This is an optimization exercise on Yosys and OpenROAD, whose aim is small area, not a production implementation.
RTL that was checked went through simulation tests only; none was proved equivalent to the original.
Power and IR drop assume default switching activity.

==> inputs of v7 <==
==> flow/design.v (excerpt) <==
module gstmcu (
    input clk32,
    input resb,
    input porb,
    input  FC0,
    input  FC1,
    input  FC2,
    input  AS_N,
    input  RW,
    input  UDS_N,
    input  LDS_N,
    input  VMA_N,
    input  MFPINT_N,
    input  [23:1] A,     
    output reg [23:1] ADDR,  
    input  [15:0] DIN,
    output [15:0] DOUT,
    output OE_L,
    output OE_H,
    output CLK_O,  
    output MHZ8,
    output MHZ8_EN1,
    output MHZ8_EN2,
    output MHZ4,
    output MHZ4_EN,
    output KHZ500,
    output KHZ500_EN,
    input  RDY_N_I,
    output RDY_N_O,
    input  BG_N,
    input  BR_N_I,
    output BR_N_O,
    input  BGACK_N_I,
    output BGACK_N_O,
    output BERR_N,
    output IPL0_N,
    output IPL1_N,
    output IPL2_N,
    input  DTACK_N_I,
    output DTACK_N_O,
    output IACK_N,
    output ROM0_N,
    output ROM1_N,
    output ROM2_N,
    output ROM3_N,
    output ROM4_N,
    output ROM5_N,
    output ROM6_N,
    output ROMP_N,
    output RAM_N,
    output RAS0_N,
    output RAS1_N,
    output CAS0L_N,
    output CAS0H_N,
    output CAS1L_N,
    output CAS1H_N,
    output RAM_LDS,  
    output RAM_UDS,  
    output REF,  
    output VPA_N,
    output MFPCS_N,
    output SNDIR,
    output SNDCS,
    output N6850,
    output FCS_N,
    output RTCCS_N,
    output RTCRD_N,
    output RTCWR_N,
    output LATCH,
    output HSYNC_N,
    output VSYNC_N,
    output reg DE,
    output reg BLANK_N,
    output reg BLANK_H_N,  
    output reg BLANK_V_N,  
    output RDAT_N,
    output WE_N,
    output WDAT_N,
    output CMPCS_N,
    output DCYC_N,
    input  SREQ,
    output SLOAD_N,
    output SINT,
    output BUTTON_N,
    output reg JOYWE_N,
    output JOYRL_N,
    output JOYWL,
    output JOYRH_N,
    input  st,              
    input  extra_ram,       
    input  tos192k,         
    input  turbo,           
    input  viking_at_c0,    
    input  viking_at_e8,    
    output [1:0] bus_cycle  
);
clock: 20.0 ns
lec_check: 0
cap_margin: 20
core_margin: 2
core_utilization: 40
hold_slack_margin: 0.1
slew_margin: 20
run.sh (not shown) runs the stock make flow with config.mk's settings and CLKGATE_MAP_FILE= SYNTH_SCRIPT=/design/flow/synth_recipe.tcl, a recipe that flattens the netlist after the stock synthesis.
==> v17 (differences from v7) <==
--- a/flow/design.v
+++ b/flow/design.v
@@ -50,19 +50,18 @@
 end
 endmodule
 /*verilator lint_off UNOPTFLAT*/
 module clockgen (
 	input clk32,
 	input resb,
 	input porb,
-	input turbo,
 	output clk,
 	output mhz8,
-	output reg mhz8_en1,
-	output reg mhz8_en2,
+	output mhz8_en1,
+	output mhz8_en2,
 	output mhz4,
 	output reg mhz4_en,
 	output time0,
 	output time1,
 	output time2,
 	output time3,
 	output time4,
@@ -71,17 +70,25 @@
 	output time7,
 	output m2clock,
 	output m2clock_en_p,
 	output m2clock_en_n,
 	output khz500,
 	output khz500_en,
 	output clk4,
-	output latch
+	output latch,
+	output time0_t,
+	output time1_t,
+	output time2_t,
+	output time3_t,
+	output time4_t,
+	output latch_t
 );
 assign clk          = mhz16_s;
+assign mhz8_en1     = ~mhz16_s &  mhz8_sD & ~mhz8_s;
+assign mhz8_en2     = ~mhz16_s & ~mhz8_sD &  mhz8_s;
 assign mhz8         = mhz8_s;
 assign mhz4         = mhz4_s;
 assign time0        = time0_s;
 assign time1        = time1_s;
 assign time2        = time2_s;
 assign time3        = time3_s;
 assign time4        = time4_s;
@@ -89,14 +96,20 @@
 assign time6        = time6_s;
 assign time7        = time7_s;
 assign m2clock      = ~time6_s;
 assign m2clock_en_p = ~time5_s &  time6_s;
 assign m2clock_en_n =  time5_s & ~time6_s;
 assign clk4         = l2_s;
 assign latch        = ~latchb_s;
+assign time0_t      = time0_u;
+assign time1_t      = time1_u;
+assign time2_t      = time2_u;
+assign time3_t      = time3_u;
+assign time4_t      = time4_u;
+assign latch_t      = ~latchb_u;
 reg mhz16_s;
 reg mhz8_sD, mhz8_s;
 reg l2_s, l3_s;
 reg mhz4_s;
 reg time0_s;
 reg time1_s;
 reg time2_s;
@@ -106,22 +119,19 @@
 reg time6_s;
 reg time7_s;  
 reg latchb_s;
 wire rst_all_n = porb & resb;
 wire rst_l_n   = ~(porb & ~resb);
 always @(posedge clk32, negedge rst_all_n) begin
 	if (!rst_all_n) begin
-		{ mhz16_s, mhz8_sD, mhz8_s, mhz8_en1, mhz8_en2, mhz4_s } <= 0;
+		{ mhz16_s, mhz8_sD, mhz8_s, mhz4_s } <= 0;
 	end else begin
-		{ mhz8_en1, mhz8_en2 } <= 0;
 		mhz16_s <= ~mhz16_s;
 		if ( mhz16_s) mhz8_sD <= ~mhz8_sD;
 		if (~mhz16_s) mhz8_s <= mhz8_sD;
-		if ( mhz16_s & ~mhz8_s) mhz8_en1 <= 1;
-		if ( mhz16_s &  mhz8_s) mhz8_en2 <= 1;
 		if (~mhz16_s & ~mhz8_s) mhz4_s <= ~l2_s;
 	end
 end
 always @(posedge clk32) begin
 	if (rst_all_n) mhz4_en <= mhz16_s & ~mhz8_s & l2_s;
 end
 always @(posedge clk32, negedge rst_l_n) begin
@@ -134,23 +144,37 @@
 	end
 end
 always @(posedge clk32, negedge porb) begin
 	if (!porb) begin
 		{ time0_s, time1_s, time2_s, time3_s, time4_s, time5_s, time6_s, time7_s } <= 0;
 		latchb_s <= 1;
 	end else if (resb) begin
-		if (~mhz16_s) time0_s <= turbo ? ~l2_s : ~l3_s;
+		if (~mhz16_s) time0_s <= ~l3_s;
 		if ( mhz16_s) time1_s <= time0_s;
 		if (~mhz16_s) time2_s <= time1_s;
 		if ( mhz16_s) time3_s <= time2_s;
 		if (~mhz16_s) time4_s <= time3_s;
 		if ( mhz16_s) time5_s <= time4_s;
 		if (~mhz16_s) time6_s <= time5_s;
 		if ( mhz16_s) time7_s <= time6_s;
-		if (~mhz16_s) latchb_s <= turbo ? ~(time2_s & ~time0_s) : ~(time5_s & ~time1_s);
+		if (~mhz16_s) latchb_s <= ~(time5_s & ~time1_s);
+	end
+end
+reg time0_u, time1_u, time2_u, time3_u, time4_u, latchb_u;
+always @(posedge clk32, negedge porb) begin
+	if (!porb) begin
+		{ time0_u, time1_u, time2_u, time3_u, time4_u } <= 0;
+		latchb_u <= 1;
+	end else if (resb) begin
+		if (~mhz16_s) time0_u <= ~l2_s;
+		if ( mhz16_s) time1_u <= time0_u;
+		if (~mhz16_s) time2_u <= time1_u;
+		if ( mhz16_s) time3_u <= time2_u;
+		if (~mhz16_s) time4_u <= time3_u;
+		if (~mhz16_s) latchb_u <= ~(time2_u & ~time0_u);
 	end
 end
 reg [1:0] khz500_cnt;
 always @(posedge clk32, negedge porb) begin
 	if (!porb)
 		khz500_cnt <= 0;
 	else if (m2clock_en_p) begin
@@ -575,57 +599,49 @@
 mlatch #(.WIDTH(7)) lvd_ll(clk32, 1'b0, ~(resb & porb & wvidbmb & wvidbhb), ~wvidblb, id[7:1], lvd[ 7: 1]);
 mlatch #(.WIDTH(8)) lvd_ml(clk32, 1'b0, ~(resb & porb), ~wvidbmb, id[7:0], lvd[15: 8]);
 mlatch #(.WIDTH(8)) lvd_hl(clk32, 1'b0, ~(resb & porb), ~wvidbhb, id[7:0], lvd[23:16]);
 wire [3:0] conf_reg;
 mlatch #(.WIDTH(4)) conf_l(clk32, 1'b0, ~porb, ~wconfigb, id[3:0], conf_reg[3:0]);
 wire rs2b = ~conf_reg[2];
 wire rs3b = ~conf_reg[3];
-reg [7:0] vid_o;
-always @(*) begin
-	vid_o = 8'hff;
-	if (~rhoffb)   vid_o = hoff;
-	if (~rvidblb)  vid_o = { lvd[7:1], 1'b0 };
-	if (~rvidbmb)  vid_o = lvd[15:8];
-	if (~rvidbhb)  vid_o = { extra_ram ? lvd[23:22] : 2'b00, lvd[21:16] };
-	if (~rconfigb) vid_o = { 4'b0000, conf_reg };
-	if (~rloclb)   vid_o = { vid[7:1], 1'b0 };
-	if (~rlocmb)   vid_o = vid[15:8];
-	if (~rlochb)   vid_o = vid[23:16];
-end
+wire [7:0] vid_o = ~( ({8{~rhoffb}}   & ~hoff)
+                    | ({8{~rvidblb}}  & ~{ lvd[7:1], 1'b0 })
+                    | ({8{~rvidbmb}}  & ~lvd[15:8])
+                    | ({8{~rvidbhb}}  & ~{ extra_ram ? lvd[23:22] : 2'b00, lvd[21:16] })
+                    | ({8{~rconfigb}} & ~{ 4'b0000, conf_reg })
+                    | ({8{~rloclb}}   & ~{ vid[7:1], 1'b0 })
+                    | ({8{~rlocmb}}   & ~vid[15:8])
+                    | ({8{~rlochb}}   & ~vid[23:16]) );
 wire [21:1] sfb, sft_l;
 reg  [21:1] sft;
 wire  [3:1] snd_ctrl;
 wire sndon;
 wire sfrep = snd_ctrl[1];
 mlatch #(.WIDTH(7)) sfb_ll(clk32, 1'b0, (~resb & porb), ~wsfblb, id[7:1], sfb[ 7: 1]);
 mlatch #(.WIDTH(8)) sfb_ml(clk32, 1'b0, (~resb & porb), ~wsfbmb, id[7:0], sfb[15: 8]);
 mlatch #(.WIDTH(6)) sfb_hl(clk32, 1'b0, (~resb & porb), ~wsfbhb, id[5:0], sfb[21:16]);
 mlatch #(.WIDTH(3)) sctl_l(clk32, 1'b0, (~resb & porb), ~wscntlb, id[3:1], snd_ctrl);
 mlatch #(.WIDTH(1)) sndon_l(clk32, 1'b0, (~resb & porb) | stoff, ~wscntlb, id[0], sndon);
 mlatch #(.WIDTH(7)) sft_lll(clk32, 1'b0, (~resb & porb), ~wsftlb, id[7:1], sft_l[ 7: 1]);
 mlatch #(.WIDTH(8)) sft_mll(clk32, 1'b0, (~resb & porb), ~wsftmb, id[7:0], sft_l[15: 8]);
 mlatch #(.WIDTH(6)) sft_hll(clk32, 1'b0, (~resb & porb), ~wsfthb, id[5:0], sft_l[21:16]);
 always @(posedge clk32) if (~porb) sft <= 0; else if (~sframe) sft <= sft_l;
-reg [7:0] snd_o;
-always @(*) begin
-	snd_o = 8'hff;
-	if (~rsfblb)  snd_o = { sfb[7:1], 1'b0 };
-	if (~rsfbmb)  snd_o = sfb[15:8];
-	if (~rsfbhb)  snd_o = { 2'b00, sfb[21:16] };
-	if (~rscntlb) snd_o = { 4'b0000, snd_ctrl, sndon };
-	if (~rsftlb)  snd_o = { sft[7:1], 1'b0 };
-	if (~rsftmb)  snd_o = sft[15:8];
-	if (~rsfthb)  snd_o = { 2'b00, sft[21:16] };
-	if (~rsfclb)  snd_o = { snd[7:1], 1'b0 };
-	if (~rsfcmb)  snd_o = snd[15:8];
-	if (~rsfchb)  snd_o = { 2'b00, snd[21:16] };
-end
+wire [7:0] snd_o = ~( ({8{~rsfblb}}  & ~{ sfb[7:1], 1'b0 })
+                    | ({8{~rsfbmb}}  & ~sfb[15:8])
+                    | ({8{~rsfbhb}}  & ~{ 2'b00, sfb[21:16] })
+                    | ({8{~rscntlb}} & ~{ 4'b0000, snd_ctrl, sndon })
+                    | ({8{~rsftlb}}  & ~{ sft[7:1], 1'b0 })
+                    | ({8{~rsftmb}}  & ~sft[15:8])
+                    | ({8{~rsfthb}}  & ~{ 2'b00, sft[21:16] })
+                    | ({8{~rsfclb}}  & ~{ snd[7:1], 1'b0 })
+                    | ({8{~rsfcmb}}  & ~snd[15:8])
+                    | ({8{~rsfchb}}  & ~{ 2'b00, snd[21:16] }) );
 reg sndack;   
+reg sndack1;
 always @(posedge clk32, posedge isndcsb) begin
-	reg sndack1;
 	if (isndcsb) { sndack, sndack1 } <= 0;
 	else if (MHZ8_EN1) begin
 		sndack1 <= ~isndcsb;
 		sndack  <= sndack1;
 	end
 end
 assign RDY_N_O = ~aso;
@@ -694,22 +710,22 @@
 assign CAS1L_N = ~( (time2 & ~lcycsel & ram2a & vos) | (~time2 & lcycsel & ram2a & ~ramcycb & ldsl) );
 assign CAS1H_N = ~( (time2 & ~lcycsel & ram2a & vos) | (~time2 & lcycsel & ram2a & ~ramcycb & udsl) );
 assign RAM_LDS = (time0 & addrselb & (ram1a | ram2a) & vos) | (~time0 & ~addrselb & (ram1a | ram2a) & ~ramcycb & ldsl);
 assign RAM_UDS = (time0 & addrselb & (ram1a | ram2a) & vos) | (~time0 & ~addrselb & (ram1a | ram2a) & ~ramcycb & udsl);
 wire clk,clk4,m2clock,m2clock_en_p,m2clock_en_n;
 wire time0_s,time1_s,time2_s,time3_s,time4_s,time5_s,time6_s,time7_s;
 wire latch_s;
+wire time0_t,time1_t,time2_t,time3_t,time4_t,latch_t;
 assign bus_cycle = { ~time4_s, ~time0_s };
 assign CLK_O = clk;
 clockgen clockgen_s (
     .clk32(clk32),
     .clk(clk),
     .resb(resb),
     .porb(porb),
-    .turbo(1'b0),
     .mhz8(MHZ8),
     .mhz8_en1(MHZ8_EN1),
     .mhz8_en2(MHZ8_EN2),
     .mhz4(MHZ4),
     .mhz4_en(MHZ4_EN),
     .clk4(clk4),
     .time0(time0_s),
@@ -721,43 +737,21 @@
     .time6(time6_s),
     .time7(time7_s),
     .m2clock(m2clock),
     .m2clock_en_p(m2clock_en_p),
     .m2clock_en_n(m2clock_en_n),
     .khz500(KHZ500),
     .khz500_en(KHZ500_EN),
-    .latch(latch_s)
-);
-wire clk4_t,time0_t,time1_t,time2_t,time3_t,time4_t,time5_t,time6_t,time7_t,latch_t;
-clockgen clockgen_t (
-    .clk32(clk32),
-    .clk(),
-    .resb(resb),
-    .porb(porb),
-    .turbo(1'b1),
-    .mhz8(),
-    .mhz8_en1(),
-    .mhz8_en2(),
-    .mhz4(),
-    .mhz4_en(),
-    .clk4(),
-    .time0(time0_t),
-    .time1(time1_t),
-    .time2(time2_t),
-    .time3(time3_t),
-    .time4(time4_t),
-    .time5(time5_t),
-    .time6(time6_t),
-    .time7(time7_t),
-    .m2clock(),
-    .m2clock_en_p(),
-    .m2clock_en_n(),
-    .khz500(),
-    .khz500_en(),
-    .latch(latch_t)
+    .latch(latch_s),
+    .time0_t(time0_t),
+    .time1_t(time1_t),
+    .time2_t(time2_t),
+    .time3_t(time3_t),
+    .time4_t(time4_t),
+    .latch_t(latch_t)
 );
 assign LATCH = turbo ? latch_t : latch_s;
 wire time0 = turbo ? time0_t : time0_s;
 wire time1 = turbo ? time1_t : time1_s;
 wire time2 = turbo ? time2_t : time2_s;
 wire time4 = turbo ? time4_t : time4_s;
 wire addrselb = turbo ? ~time4_t : ~time5_s;
@@ -976,35 +970,33 @@
 	if (m2clock_en_p) begin
 		BLANK_V_N <= vblank_l;
 		BLANK_H_N <= hblank_l;
 	end
 	end
 end
 reg  [23:1] vid, vid_reg;
-reg vid_r_d, vidclk_d, vidb_d;
+reg vidclk_d, vidb_d;
 reg pf071, pf071_reg;
+wire vid_r_d = pf071_reg & vidb_d;
 wire vid_r = pf071 & vidb;
 wire vid_xll = wloclb & frame;
 wire vid_xlm = wlocmb & frame;
 wire vid_xlh = wlochb & frame;
 wire vid_rr = ~(!porb | !frame | !wlochb | !wlocmb | !wloclb);
 always @(*) begin
-	vid = vid_reg;
-	if (~vid_r_d & vid_r) vid = vid + {15'd0, hoff };
-	else if (~vidclk_d & ~vidclkb) vid = vid_reg + 1'd1;
+	vid = vid_reg + ((~vid_r_d & vid_r) ? {15'd0, hoff} : {22'd0, ~vidclk_d & ~vidclkb});
 	if (!vid_xll) vid[ 7: 1] = vld[ 7: 1];
 	if (!vid_xlm) vid[15: 8] = vld[15: 8];
 	if (!vid_xlh) vid[23:16] = vld[23:16];
 	if (!extra_ram) vid[23:22] = 2'b00;
 	pf071 = pf071_reg;
 	if (!vid_rr) pf071 = 0;
 	else if (~vidb_d & vidb) pf071 = 1;
 end
 always @(posedge clk32) begin
-	vid_r_d <= vid_r;
 	vidclk_d <= ~vidclkb;
 	vid_reg <= porb ? vid : 23'd0;  
 	vidb_d <= vidb;
 	pf071_reg <= pf071;
 end
 reg [21:1] snd;
 always @(posedge clk32) begin
@@ -1024,15 +1016,11 @@
 	if (!extra_ram) dmaa[23:22] = 2'b00;
 	if (~(resb & porb)) dmaa = 0;
 end
 always @(posedge clk32) begin
 	dmaclk_d <= dmaclk;
 	dma_reg <= dmaa;
 end
-reg [7:0] dma_o;
-always @(*) begin
-	dma_o = 8'hff;
-	if (~rdmalb) dma_o = { dmaa[7:1], 1'b0 };
-	if (~rdmamb) dma_o = dmaa[15:8];
-	if (~rdmahb) dma_o = dmaa[23:16];
-end
+wire [7:0] dma_o = ~( ({8{~rdmalb}} & ~{ dmaa[7:1], 1'b0 })
+                    | ({8{~rdmamb}} & ~dmaa[15:8])
+                    | ({8{~rdmahb}} & ~dmaa[23:16]) );
 endmodule
==> flow/flow/run.sh (new file) <==
#!/bin/bash
# Layout flow: the standard flow (standard.sh) with
#  - an area-oriented ABC script in synthesis (flow/my_synth.tcl, flow/area.abc),
#  - buf_1 cells as the port buffers,
#  - smaller clock-tree buffers and no CTS dummy loads.
set -euo pipefail
W=$(pwd)
export FLOW_SYNTH_TCL=$W/synth_recipe.tcl
sed "s#SYNTH_SCRIPT=[^ ]*#SYNTH_SCRIPT=$W/flow/my_synth.tcl#" standard.sh > my_standard.sh
grep -q "SYNTH_SCRIPT=$W/flow/my_synth.tcl" my_standard.sh
export BUFFER_PORTS_ARGS="-buffer_cell sky130_fd_sc_hd__buf_1"
export CTS_ARGS="-sink_clustering_enable -repair_clock_nets -dont_use_dummy_load -buf_list sky130_fd_sc_hd__clkbuf_8 -sink_clustering_size 15 -sink_clustering_max_diameter 80"
bash my_standard.sh > standard.log 2>&1
==> flow/flow/area.abc (new file) <==
&get -n
&st
&dc2
&syn3
&dc2
&deepsyn -T 60
&dch -f
&nf -R 1000 -p -F 8 -A 4 -a
&st
&dch -f
&nf -R 1000 -p -F 8 -A 4 -a
&put
==> flow/flow/my_synth.tcl (new file) <==
# The standard synthesis (synth_recipe.tcl), with Yosys's abc call given an
# area-oriented ABC script; flip-flop mapping and everything else is unchanged.
set my_abc_script [file join [file dirname [file normalize [info script]]] area.abc]
proc abc {args} {
  set i [lsearch $args -script]
  if {$i >= 0} { set args [lreplace $args $i [expr {$i+1}] -script $::my_abc_script] }
  yosys abc {*}$args
}
source $::env(FLOW_SYNTH_TCL)
==> flow/standard.sh (new file) <==
#!/bin/bash
# synth_recipe.tcl (not shown) runs the flow's synth.tcl, then flattens the netlist and writes it again
# the make line also repeats each setting of config.mk as NAME=value (left out here)
make -C /OpenROAD-flow-scripts/flow DESIGN_CONFIG=/design/flow/config.mk WORK_HOME=/design/flow/orfs CLKGATE_MAP_FILE= SYNTH_SCRIPT=/design/flow/synth_recipe.tcl "${@:-finish}"
--- a/flow/config.mk
+++ b/flow/config.mk
@@ -4,9 +4,10 @@
 export VERILOG_FILES = /design/flow/design.v
 export SDC_FILE = /design/flow/constraint.sdc
 export NUM_CORES = 4
 export LEC_CHECK = 0
 export CAP_MARGIN = 20
 export CORE_MARGIN = 2
 export CORE_UTILIZATION = 40
+export GPL_TIMING_DRIVEN = 0
 export HOLD_SLACK_MARGIN = 0.1
 export SLEW_MARGIN = 20
removed: flow/run.sh
==> v14 (differences from v7) <==
--- a/flow/design.v
+++ b/flow/design.v
@@ -50,15 +50,14 @@
 end
 endmodule
 /*verilator lint_off UNOPTFLAT*/
 module clockgen (
 	input clk32,
 	input resb,
 	input porb,
-	input turbo,
 	output clk,
 	output mhz8,
 	output reg mhz8_en1,
 	output reg mhz8_en2,
 	output mhz4,
 	output reg mhz4_en,
 	output time0,
@@ -71,15 +70,21 @@
 	output time7,
 	output m2clock,
 	output m2clock_en_p,
 	output m2clock_en_n,
 	output khz500,
 	output khz500_en,
 	output clk4,
-	output latch
+	output latch,
+	output time0_t,
+	output time1_t,
+	output time2_t,
+	output time3_t,
+	output time4_t,
+	output latch_t
 );
 assign clk          = mhz16_s;
 assign mhz8         = mhz8_s;
 assign mhz4         = mhz4_s;
 assign time0        = time0_s;
 assign time1        = time1_s;
 assign time2        = time2_s;
@@ -89,14 +94,20 @@
 assign time6        = time6_s;
 assign time7        = time7_s;
 assign m2clock      = ~time6_s;
 assign m2clock_en_p = ~time5_s &  time6_s;
 assign m2clock_en_n =  time5_s & ~time6_s;
 assign clk4         = l2_s;
 assign latch        = ~latchb_s;
+assign time0_t      = time0_u;
+assign time1_t      = time1_u;
+assign time2_t      = time2_u;
+assign time3_t      = time3_u;
+assign time4_t      = time4_u;
+assign latch_t      = ~latchb_u;
 reg mhz16_s;
 reg mhz8_sD, mhz8_s;
 reg l2_s, l3_s;
 reg mhz4_s;
 reg time0_s;
 reg time1_s;
 reg time2_s;
@@ -134,23 +145,37 @@
 	end
 end
 always @(posedge clk32, negedge porb) begin
 	if (!porb) begin
 		{ time0_s, time1_s, time2_s, time3_s, time4_s, time5_s, time6_s, time7_s } <= 0;
 		latchb_s <= 1;
 	end else if (resb) begin
-		if (~mhz16_s) time0_s <= turbo ? ~l2_s : ~l3_s;
+		if (~mhz16_s) time0_s <= ~l3_s;
 		if ( mhz16_s) time1_s <= time0_s;
 		if (~mhz16_s) time2_s <= time1_s;
 		if ( mhz16_s) time3_s <= time2_s;
 		if (~mhz16_s) time4_s <= time3_s;
 		if ( mhz16_s) time5_s <= time4_s;
 		if (~mhz16_s) time6_s <= time5_s;
 		if ( mhz16_s) time7_s <= time6_s;
-		if (~mhz16_s) latchb_s <= turbo ? ~(time2_s & ~time0_s) : ~(time5_s & ~time1_s);
+		if (~mhz16_s) latchb_s <= ~(time5_s & ~time1_s);
+	end
+end
+reg time0_u, time1_u, time2_u, time3_u, time4_u, latchb_u;
+always @(posedge clk32, negedge porb) begin
+	if (!porb) begin
+		{ time0_u, time1_u, time2_u, time3_u, time4_u } <= 0;
+		latchb_u <= 1;
+	end else if (resb) begin
+		if (~mhz16_s) time0_u <= ~l2_s;
+		if ( mhz16_s) time1_u <= time0_u;
+		if (~mhz16_s) time2_u <= time1_u;
+		if ( mhz16_s) time3_u <= time2_u;
+		if (~mhz16_s) time4_u <= time3_u;
+		if (~mhz16_s) latchb_u <= ~(time2_u & ~time0_u);
 	end
 end
 reg [1:0] khz500_cnt;
 always @(posedge clk32, negedge porb) begin
 	if (!porb)
 		khz500_cnt <= 0;
 	else if (m2clock_en_p) begin
@@ -694,22 +719,22 @@
 assign CAS1L_N = ~( (time2 & ~lcycsel & ram2a & vos) | (~time2 & lcycsel & ram2a & ~ramcycb & ldsl) );
 assign CAS1H_N = ~( (time2 & ~lcycsel & ram2a & vos) | (~time2 & lcycsel & ram2a & ~ramcycb & udsl) );
 assign RAM_LDS = (time0 & addrselb & (ram1a | ram2a) & vos) | (~time0 & ~addrselb & (ram1a | ram2a) & ~ramcycb & ldsl);
 assign RAM_UDS = (time0 & addrselb & (ram1a | ram2a) & vos) | (~time0 & ~addrselb & (ram1a | ram2a) & ~ramcycb & udsl);
 wire clk,clk4,m2clock,m2clock_en_p,m2clock_en_n;
 wire time0_s,time1_s,time2_s,time3_s,time4_s,time5_s,time6_s,time7_s;
 wire latch_s;
+wire time0_t,time1_t,time2_t,time3_t,time4_t,latch_t;
 assign bus_cycle = { ~time4_s, ~time0_s };
 assign CLK_O = clk;
 clockgen clockgen_s (
     .clk32(clk32),
     .clk(clk),
     .resb(resb),
     .porb(porb),
-    .turbo(1'b0),
     .mhz8(MHZ8),
     .mhz8_en1(MHZ8_EN1),
     .mhz8_en2(MHZ8_EN2),
     .mhz4(MHZ4),
     .mhz4_en(MHZ4_EN),
     .clk4(clk4),
     .time0(time0_s),
@@ -721,43 +746,21 @@
     .time6(time6_s),
     .time7(time7_s),
     .m2clock(m2clock),
     .m2clock_en_p(m2clock_en_p),
     .m2clock_en_n(m2clock_en_n),
     .khz500(KHZ500),
     .khz500_en(KHZ500_EN),
-    .latch(latch_s)
-);
-wire clk4_t,time0_t,time1_t,time2_t,time3_t,time4_t,time5_t,time6_t,time7_t,latch_t;
-clockgen clockgen_t (
-    .clk32(clk32),
-    .clk(),
-    .resb(resb),
-    .porb(porb),
-    .turbo(1'b1),
-    .mhz8(),
-    .mhz8_en1(),
-    .mhz8_en2(),
-    .mhz4(),
-    .mhz4_en(),
-    .clk4(),
-    .time0(time0_t),
-    .time1(time1_t),
-    .time2(time2_t),
-    .time3(time3_t),
-    .time4(time4_t),
-    .time5(time5_t),
-    .time6(time6_t),
-    .time7(time7_t),
-    .m2clock(),
-    .m2clock_en_p(),
-    .m2clock_en_n(),
-    .khz500(),
-    .khz500_en(),
-    .latch(latch_t)
+    .latch(latch_s),
+    .time0_t(time0_t),
+    .time1_t(time1_t),
+    .time2_t(time2_t),
+    .time3_t(time3_t),
+    .time4_t(time4_t),
+    .latch_t(latch_t)
 );
 assign LATCH = turbo ? latch_t : latch_s;
 wire time0 = turbo ? time0_t : time0_s;
 wire time1 = turbo ? time1_t : time1_s;
 wire time2 = turbo ? time2_t : time2_s;
 wire time4 = turbo ? time4_t : time4_s;
 wire addrselb = turbo ? ~time4_t : ~time5_s;
@@ -984,17 +987,15 @@
 reg pf071, pf071_reg;
 wire vid_r = pf071 & vidb;
 wire vid_xll = wloclb & frame;
 wire vid_xlm = wlocmb & frame;
 wire vid_xlh = wlochb & frame;
 wire vid_rr = ~(!porb | !frame | !wlochb | !wlocmb | !wloclb);
 always @(*) begin
-	vid = vid_reg;
-	if (~vid_r_d & vid_r) vid = vid + {15'd0, hoff };
-	else if (~vidclk_d & ~vidclkb) vid = vid_reg + 1'd1;
+	vid = vid_reg + ((~vid_r_d & vid_r) ? {15'd0, hoff} : {22'd0, ~vidclk_d & ~vidclkb});
 	if (!vid_xll) vid[ 7: 1] = vld[ 7: 1];
 	if (!vid_xlm) vid[15: 8] = vld[15: 8];
 	if (!vid_xlh) vid[23:16] = vld[23:16];
 	if (!extra_ram) vid[23:22] = 2'b00;
 	pf071 = pf071_reg;
 	if (!vid_rr) pf071 = 0;
 	else if (~vidb_d & vidb) pf071 = 1;
==> flow/flow/run.sh (new file) <==
#!/bin/bash
# Layout flow: the standard flow with smaller port buffers and no CTS dummy loads.
set -o pipefail
cp standard.sh flow/standard.sh.copy 2>/dev/null
export BUFFER_PORTS_ARGS="-buffer_cell sky130_fd_sc_hd__buf_1"
export CTS_ARGS="-sink_clustering_enable -repair_clock_nets -dont_use_dummy_load"
bash standard.sh > standard.log 2>&1
==> flow/flow/standard.sh.copy (new file) <==
#!/bin/bash
# The standard flow's own layout of this design, on the ORFS make targets given (by default finish). After
# finish it leaves the final layout's DEF at /design/flow/out/final.def.
set -euo pipefail
make -C /OpenROAD-flow-scripts/flow DESIGN_CONFIG=/design/flow/config.mk WORK_HOME=/design/flow/orfs CLKGATE_MAP_FILE= SYNTH_SCRIPT=/design/flow/synth_recipe.tcl CAP_MARGIN=20 CORE_MARGIN=2 CORE_UTILIZATION=40 HOLD_SLACK_MARGIN=0.1 SLEW_MARGIN=20 "${@:-finish}"
if [[ -f /design/flow/orfs/results/sky130hd/gstmcu/base/6_final.odb ]]; then
  : # left out here: write the final layout as DEF
fi
==> flow/standard.sh (new file) <==
#!/bin/bash
# synth_recipe.tcl (not shown) runs the flow's synth.tcl, then flattens the netlist and writes it again
# the make line also repeats each setting of config.mk as NAME=value (left out here)
make -C /OpenROAD-flow-scripts/flow DESIGN_CONFIG=/design/flow/config.mk WORK_HOME=/design/flow/orfs CLKGATE_MAP_FILE= SYNTH_SCRIPT=/design/flow/synth_recipe.tcl "${@:-finish}"
removed: flow/run.sh
==> results.txt <==
item                                                              v14           v17            v7
Placed cell count                                               2,966         2,497         2,978
Synth Area in Simple Gates                                      26.0%         23.8%         25.8%
Routed length per instance                                    25.5 um       23.9 um       24.8 um
Initial antenna violation count                                     7             4             0
Overall die area                                         47,700 sq um  40,200 sq um  48,900 sq um
Most prevalent standard cell on the critical path                   -       nand3_1       nand2_1
Net load switching power                                     0.639 mW      0.513 mW      0.680 mW
Part of the total power dissipated in the clock network         32.7%         23.8%         37.2%
Fraction of registers with async set/reset                      31.3%         31.0%         32.2%
Top-area cell type share of the netlist area                    22.5%         26.5%         22.0%
Arrival time of the worst setup path                          7080 ps       7040 ps       7400 ps
Run status                           no timing/DRC/antenna violations  no timing/DRC/antenna violations  no timing/DRC/antenna violations
Clock skew after layout                                       83.0 ps       52.8 ps       61.3 ps
Cell area after layout                                   20,500 sq um  17,400 sq um  22,200 sq um
Multi-input gates                                               1,789         1,415         1,817
Function not checked in v7 and v14: the RTL went through the layout flow alone.
